What follows belongs to an exercise in optimizing a design on an open flow for small area; a production flow would make more cautious choices.
The RTL was checked by simulation tests, not by an equivalence proof against the original design.
Power and IR drop assume default switching activity.

==> trial 46: inputs <==
Design pg_top, start of the top module:
module pg_top
(
    input   wire            clk,
    input   wire            res_n,
    input   wire            btn_b_n,
    input   wire            uart_rx,
    output  wire            uart_tx,
    output  wire    [2:0]   led_rgb_n,
    output  wire            pout0,
    output  wire            pout1,
    output  wire            pout2,
    output  wire            pout3
);
==> flow/config.mk <==
export PLATFORM = sky130hd
export DESIGN_NAME = pg_top
export DESIGN_NICKNAME = pg_top
export VERILOG_FILES = /design/flow/design.v
export SDC_FILE = /design/flow/constraint.sdc
export NUM_CORES = 4
export LEC_CHECK = 0
export CAP_MARGIN = 20
export CORE_MARGIN = 2
export CORE_UTILIZATION = 40
export SLEW_MARGIN = 20
==> flow/constraint.sdc <==
create_clock -name core_clock -period 10.0 [get_ports {clk}]
set_input_delay 2.0000 -clock core_clock [delete_from_list [all_inputs] [get_ports {clk}]]
set_output_delay 2.0000 -clock core_clock [all_outputs]
set_load 0.01 [all_outputs]
run.sh (not shown) runs the stock make flow with config.mk's settings and CLKGATE_MAP_FILE= SYNTH_SCRIPT=/design/flow/synth_recipe.tcl, a recipe that flattens the netlist after the stock synthesis.
==> trial 90 (differences from trial 46) <==
==> flow/design.v (replaced) <==
module pg_top
(
    input   wire            clk,
    input   wire            res_n,
    input   wire            btn_b_n,
    input   wire            uart_rx,
    output  wire            uart_tx,
    output  wire    [2:0]   led_rgb_n,
    output  wire            pout0,
    output  wire            pout1,
    output  wire            pout2,
    output  wire            pout3
);
    reg r_ff1, r_ff2;
    always @(posedge clk or negedge res_n) begin
        if (~res_n) begin
            r_ff1 <= 1'b0;
            r_ff2 <= 1'b0;
        end else begin
            r_ff1 <= 1'b1;
            r_ff2 <= r_ff1;
        end
    end
    wire rst_n = r_ff2;
    reg  [22:0] led_lfsr;
    reg         led;
    wire        led_top = (led_lfsr == 23'h209829);    
    always @(posedge clk) begin
        if (~rst_n | led_top)
            led_lfsr <= 23'd0;
        else
            led_lfsr <= {led_lfsr[21:0], ~(led_lfsr[22] ^ led_lfsr[17])};
    end
    always @(posedge clk or negedge rst_n) begin
        if (~rst_n)
            led <= 1'b0;
        else if (led_top)
            led <= ~led;
    end
    assign led_rgb_n = {1'b1, led, 1'b1};
    reg  [15:0] reg_q [0:8];
    wire        wr_en;           
    wire [8:0]  sel;             
    reg  [3:0]  cmd_idx;         
    reg  [7:0]  cmd_data;        
    wire [15:0] wr_data = rst_n ? {cmd_data, rx_d} : 16'd0;
    genvar gi;
    generate
        for (gi = 0; gi < 9; gi = gi + 1) begin : g_reg
            always @(posedge clk) begin
                if (~rst_n | (wr_en & sel[gi]))
                    reg_q[gi] <= wr_data;
            end
        end
    endgenerate
    reg  [23:0] cnt;
    wire        cnt_hz = (cnt[23:16] == 8'd0);
    wire        cnt_top = cnt_hz & (cnt[15:0] == reg_q[0]);
    always @(posedge clk) begin
        if (~rst_n | cnt_top)
            cnt <= 24'd0;
        else
            cnt <= cnt + 24'd1;
    end
    reg [3:0] pout;
    generate
        for (gi = 0; gi < 4; gi = gi + 1) begin : g_pout
            always @(posedge clk or negedge rst_n) begin
                if (~rst_n)
                    pout[gi] <= 1'b0;
                else if (cnt_hz & (cnt[15:0] == reg_q[2*gi+1]))
                    pout[gi] <= 1'b1;
                else if (cnt_hz & (cnt[15:0] == reg_q[2*gi+2]))
                    pout[gi] <= 1'b0;
            end
        end
    endgenerate
    assign pout0 = pout[0];
    assign pout1 = pout[1];
    assign pout2 = pout[2];
    assign pout3 = pout[3];
    reg  [2:0]  mosi_ff;
    always @(posedge clk or negedge rst_n) begin
        if (~rst_n)
            mosi_ff <= 3'b111;
        else
            mosi_ff <= {mosi_ff[1:0], uart_rx};
    end
    reg         rx_busy;
    reg  [9:0]  rx_div;          
    reg  [3:0]  rx_bit;          
    reg  [7:0]  rx_d;            
    reg         rx_s0;           
    wire        rx_start = mosi_ff[2] & ~mosi_ff[1] & ~rx_busy;
    wire        rx_zero  = (rx_div == 10'd1000);
    wire        rx_smp   = rx_busy & rx_zero;
    wire        rx_fin   = rx_smp & ~rx_bit[3] & ~rx_bit[0];
    wire        rx_byte  = rx_fin & ~rx_s0 & mosi_ff[2];
    wire [7:0]  rx_data  = rx_d;
    reg  [3:0]  byte_cnt;
    wire        rx_dsmp  = rx_smp & rx_bit[3] & (byte_cnt != 4'd5);
    always @(posedge clk or negedge rst_n) begin
        if (~rst_n)
            rx_busy <= 1'b0;
        else if (rx_start)
            rx_busy <= 1'b1;
        else if (rx_fin)
            rx_busy <= 1'b0;
    end
    always @(posedge clk) begin
        if (rx_start)
            rx_div <= 10'd496;
        else if (rx_zero)
            rx_div <= 10'd368;
        else
            rx_div <= {rx_div[8:0], ~(rx_div[9] ^ rx_div[6])};
    end
    always @(posedge clk) begin
        if (rx_start)
            rx_bit <= 4'd7;
        else if (rx_smp)
            rx_bit <= rx_bit + 4'd1;
    end
    always @(posedge clk) begin
        if (rx_smp & ~rx_bit[3] & rx_bit[0])
            rx_s0 <= mosi_ff[2];
    end
    always @(posedge clk) begin
        if (rx_dsmp)
            rx_d <= {mosi_ff[2], rx_d[7:1]};
    end
    reg         cmd_rd, cmd_wr;
    wire        pipe = byte_cnt[3] | (byte_cnt[2] & byte_cnt[1]);
    always @(posedge clk) begin
        if (~rst_n | (byte_cnt == 4'd12))
            byte_cnt <= 4'd0;
        else if (rx_byte | pipe)
            byte_cnt <= byte_cnt + 4'd1;
    end
    always @(posedge clk) begin
        if (rx_byte) begin
            case (byte_cnt)
                4'd0: begin
                    cmd_rd <= (rx_data == 8'h00);
                    cmd_wr <= (rx_data == 8'h01);
                end
                4'd1: cmd_idx <= (rx_data == 8'h00) ? 4'd0 : 4'd15;
                4'd2: cmd_idx <= ((cmd_idx == 4'd15) | (rx_data[7:5] != 3'd0) | rx_data[0])
                                 ? 4'd15 : rx_data[4:1];
                4'd3: cmd_data <= rx_data;
                default: ;
            endcase
        end
    end
    assign wr_en = (byte_cnt == 4'd9) & cmd_wr;
    generate
        for (gi = 0; gi < 9; gi = gi + 1) begin : g_sel
            assign sel[gi] = (cmd_idx == gi);
        end
    endgenerate
    reg  [15:0] resp;
    reg         txempty;
    wire        resp_ld = (byte_cnt == 4'd9) & cmd_rd;
    reg  [15:0] rd_data;
    integer ri;
    always @(*) begin
        rd_data = 16'd0;
        for (ri = 0; ri < 9; ri = ri + 1)
            rd_data = rd_data | ({16{sel[ri] & rst_n}} & reg_q[ri]);
    end
    always @(posedge clk) begin
        if (~rst_n | resp_ld)
            resp <= rd_data;
    end
    wire        tx_req = (byte_cnt == 4'd12) & (cmd_rd | cmd_wr);
    reg  [2:0]  wbc;
    reg         tx_busy;
    reg         tx_en;
    always @(posedge clk or negedge rst_n) begin
        if (~rst_n) begin
            wbc     <= 3'd0;
            tx_busy <= 1'b0;
            tx_en   <= 1'b0;
        end else if (tx_req) begin
            tx_busy <= 1'b1;
        end else if (tx_busy & txempty) begin
            tx_en <= 1'b1;
        end else if (tx_en) begin
            tx_en <= 1'b0;
            if (wbc == 3'd5) begin
                wbc     <= 3'd0;
                tx_busy <= 1'b0;
            end else begin
                wbc <= wbc + 3'd1;
            end
        end
    end
    reg  [9:0]  tx_div;          
    reg  [3:0]  tx_bit;
    reg         miso;
    wire        tx_start = txempty & tx_en;
    wire        tx_term  = (tx_div == 10'd99);
    wire        tx_stop  = ~tx_bit[3] & ~tx_bit[0];
    wire        tx_done  = ~tx_bit[3] & tx_bit[0] & ~tx_bit[1];
    wire        tx_shift = ~txempty & tx_term & ~tx_done;
    wire [7:0]  tx_rbyte = (wbc == 3'd2) ? resp[15:8] : resp[7:0];
    wire        tx_dbit  = (wbc == 3'd1) |
                           (((wbc == 3'd2) | (wbc == 3'd3)) & tx_rbyte[tx_bit[2:0]]);
    wire        tx_nbit  = tx_bit[3] ? tx_dbit : ~tx_bit[0];
    always @(posedge clk) begin
        if (tx_start)
            tx_div <= 10'd99;
        else if (tx_term)
            tx_div <= tx_stop ? 10'd1 : 10'd0;
        else
            tx_div <= {tx_div[8:0], ~(tx_div[9] ^ tx_div[6])};
    end
    always @(posedge clk) begin
        if (tx_start)
            tx_bit <= 4'd7;
        else if (tx_shift)
            tx_bit <= tx_bit + 4'd1;
    end
    always @(posedge clk or negedge rst_n) begin
        if (~rst_n)
            txempty <= 1'b1;
        else if (tx_start)
            txempty <= 1'b0;
        else if (tx_term & tx_done)
            txempty <= 1'b1;
    end
    always @(posedge clk or negedge rst_n) begin
        if (~rst_n)
            miso <= 1'b1;
        else if (tx_shift)
            miso <= tx_nbit;
    end
    assign uart_tx = miso;
endmodule
==> flow/flow/run.sh (new file) <==
#!/bin/bash
# Standard layout (the standard.sh: standard synthesis, floorplan, placement,
# CTS, routing) with two settings changed:
#  - clock tree: 8x clock buffers, clusters of at most 15 sinks within 100 um,
#    no dummy balancing loads
#  - port buffers: every input and output port still gets a buffer, of the
#    library's smallest buffer cell
set -euo pipefail
export CTS_ARGS="-sink_clustering_enable -repair_clock_nets -buf_list sky130_fd_sc_hd__clkbuf_8 -sink_clustering_size 15 -sink_clustering_max_diameter 100 -dont_use_dummy_load"
export BUFFER_PORTS_ARGS="-buffer_cell sky130_fd_sc_hd__buf_1"
bash standard.sh finish > standard.log 2>&1
==> flow/standard.sh (new file) <==
#!/bin/bash
# synth_recipe.tcl (not shown) runs the flow's synth.tcl, then flattens the netlist and writes it again
# the make line also repeats each setting of config.mk as NAME=value (left out here)
make -C /OpenROAD-flow-scripts/flow DESIGN_CONFIG=/design/flow/config.mk WORK_HOME=/design/flow/orfs CLKGATE_MAP_FILE= SYNTH_SCRIPT=/design/flow/synth_recipe.tcl "${@:-finish}"
- CORE_UTILIZATION: 40 -> 60
removed: flow/run.sh
==> run notes <==
- Of trial 90 and trial 46, trial 46 has the higher sequential power (gap about 4%, measured against trial 46).
- In trial 90 the routed wire length is lower than in trial 46, by about 12%.
- Of trial 90 and trial 46, trial 46 has the higher power (gap 26%, measured against trial 46).
- Between trial 90 and trial 46, the lower combinational power is in trial 90 (gap about 7%, measured against trial 46).
- Between trial 46 and trial 90, the lower sequential share of layout area is in trial 46 (gap 6.1 points).
- Final cell count: trial 90 is smaller than trial 46 (about 23%).
- Against trial 46, the clock power of trial 90 is lower by about 55%.
- In trial 90 the setup slack is higher than in trial 46, by 0.41 ns.
- Between trial 90 and trial 46, the lower synthesized area is in trial 90 (gap 7.8%, measured against trial 46).
- Synthesized cell count: trial 90 is lower than trial 46 (13%).
==> figures <==
| metric | trial 90 | trial 46 |
|---|---|---|
| Multi-input combinational cell area | 4350 um2 | 4960 um2 |
| Distinct cell type count after synthesis | 67 | 75 |
| Clk_buf instances | 22 | 36 |
| Hold WC Path Type | reg2async | reg2reg |
| Detailed-route vias per instance | 6.52 | 5.57 |
| Clock buffer count from CTS | 22 | 31 |
| Highest clock frequency the design can meet | 311 MHz | 276 MHz |
| Clock network power | 0.000542 W | 0.00120 W |
| Finished Cell Area | 12700 um2 | 14800 um2 |
| Transition at the pin with the smallest max-transition slack | 1.22 ns | 1.02 ns |
| Multi-input comb cells | 596 | 704 |
| Hold slack final | 0.359 ns | 0.357 ns |
| Share of final layout cell area taken by clock buffers and inverters | 2.39% | 7.23% |
| Synthesis-stage register bit count | 280 | 293 |
| Sw Pwr | 0.000466 W | 0.000606 W |
| Run status | timing/DRC/antenna clean | timing/DRC/antenna clean |
| Seq pwr | 0.00133 W | 0.00139 W |
| EDFF count, synth | 183 | 191 |
| Met3 track demand over resource | 4.44% | 3.22% |
| Post-Route M1 WL | 12400 um | 14900 um |
| Proportion of register bits with asynchronous set or reset after synthesis | 6.43% | 6.48% |

[afterwards: timing with drivers on the ports]
The flow's constraints put no driver on any port. The routed layouts listed below were extracted and timed again, unchanged, in two steps.
Step 1: set_driving_cell puts a clkbuf_16 on clk and a buf_2 on each other input, an assumption about the parent block.
Step 2 also shifts input and output timing later by t, the mid clock arrival at the registers, as if the neighbouring blocks saw the same clock.
a / b / c = ideal ports / drivers / drivers and shift; a / b = the first two.
run | shift t [ns] | setup WS [ns] | latest minus earliest clock arrival (ns) | slew at the worst register clock pin (ns) | pins driven straight from the clock port
trial 46 | 0.613 | 6.380 / 6.330 / 6.944 | 0.017 / 0.017 | 0.07 / 0.07 | 1
trial 90 | 0.584 | 6.789 / 6.745 / 6.874 | 0.042 / 0.042 | 0.11 / 0.11 | 1
After both steps setup and hold are still met in every run listed.
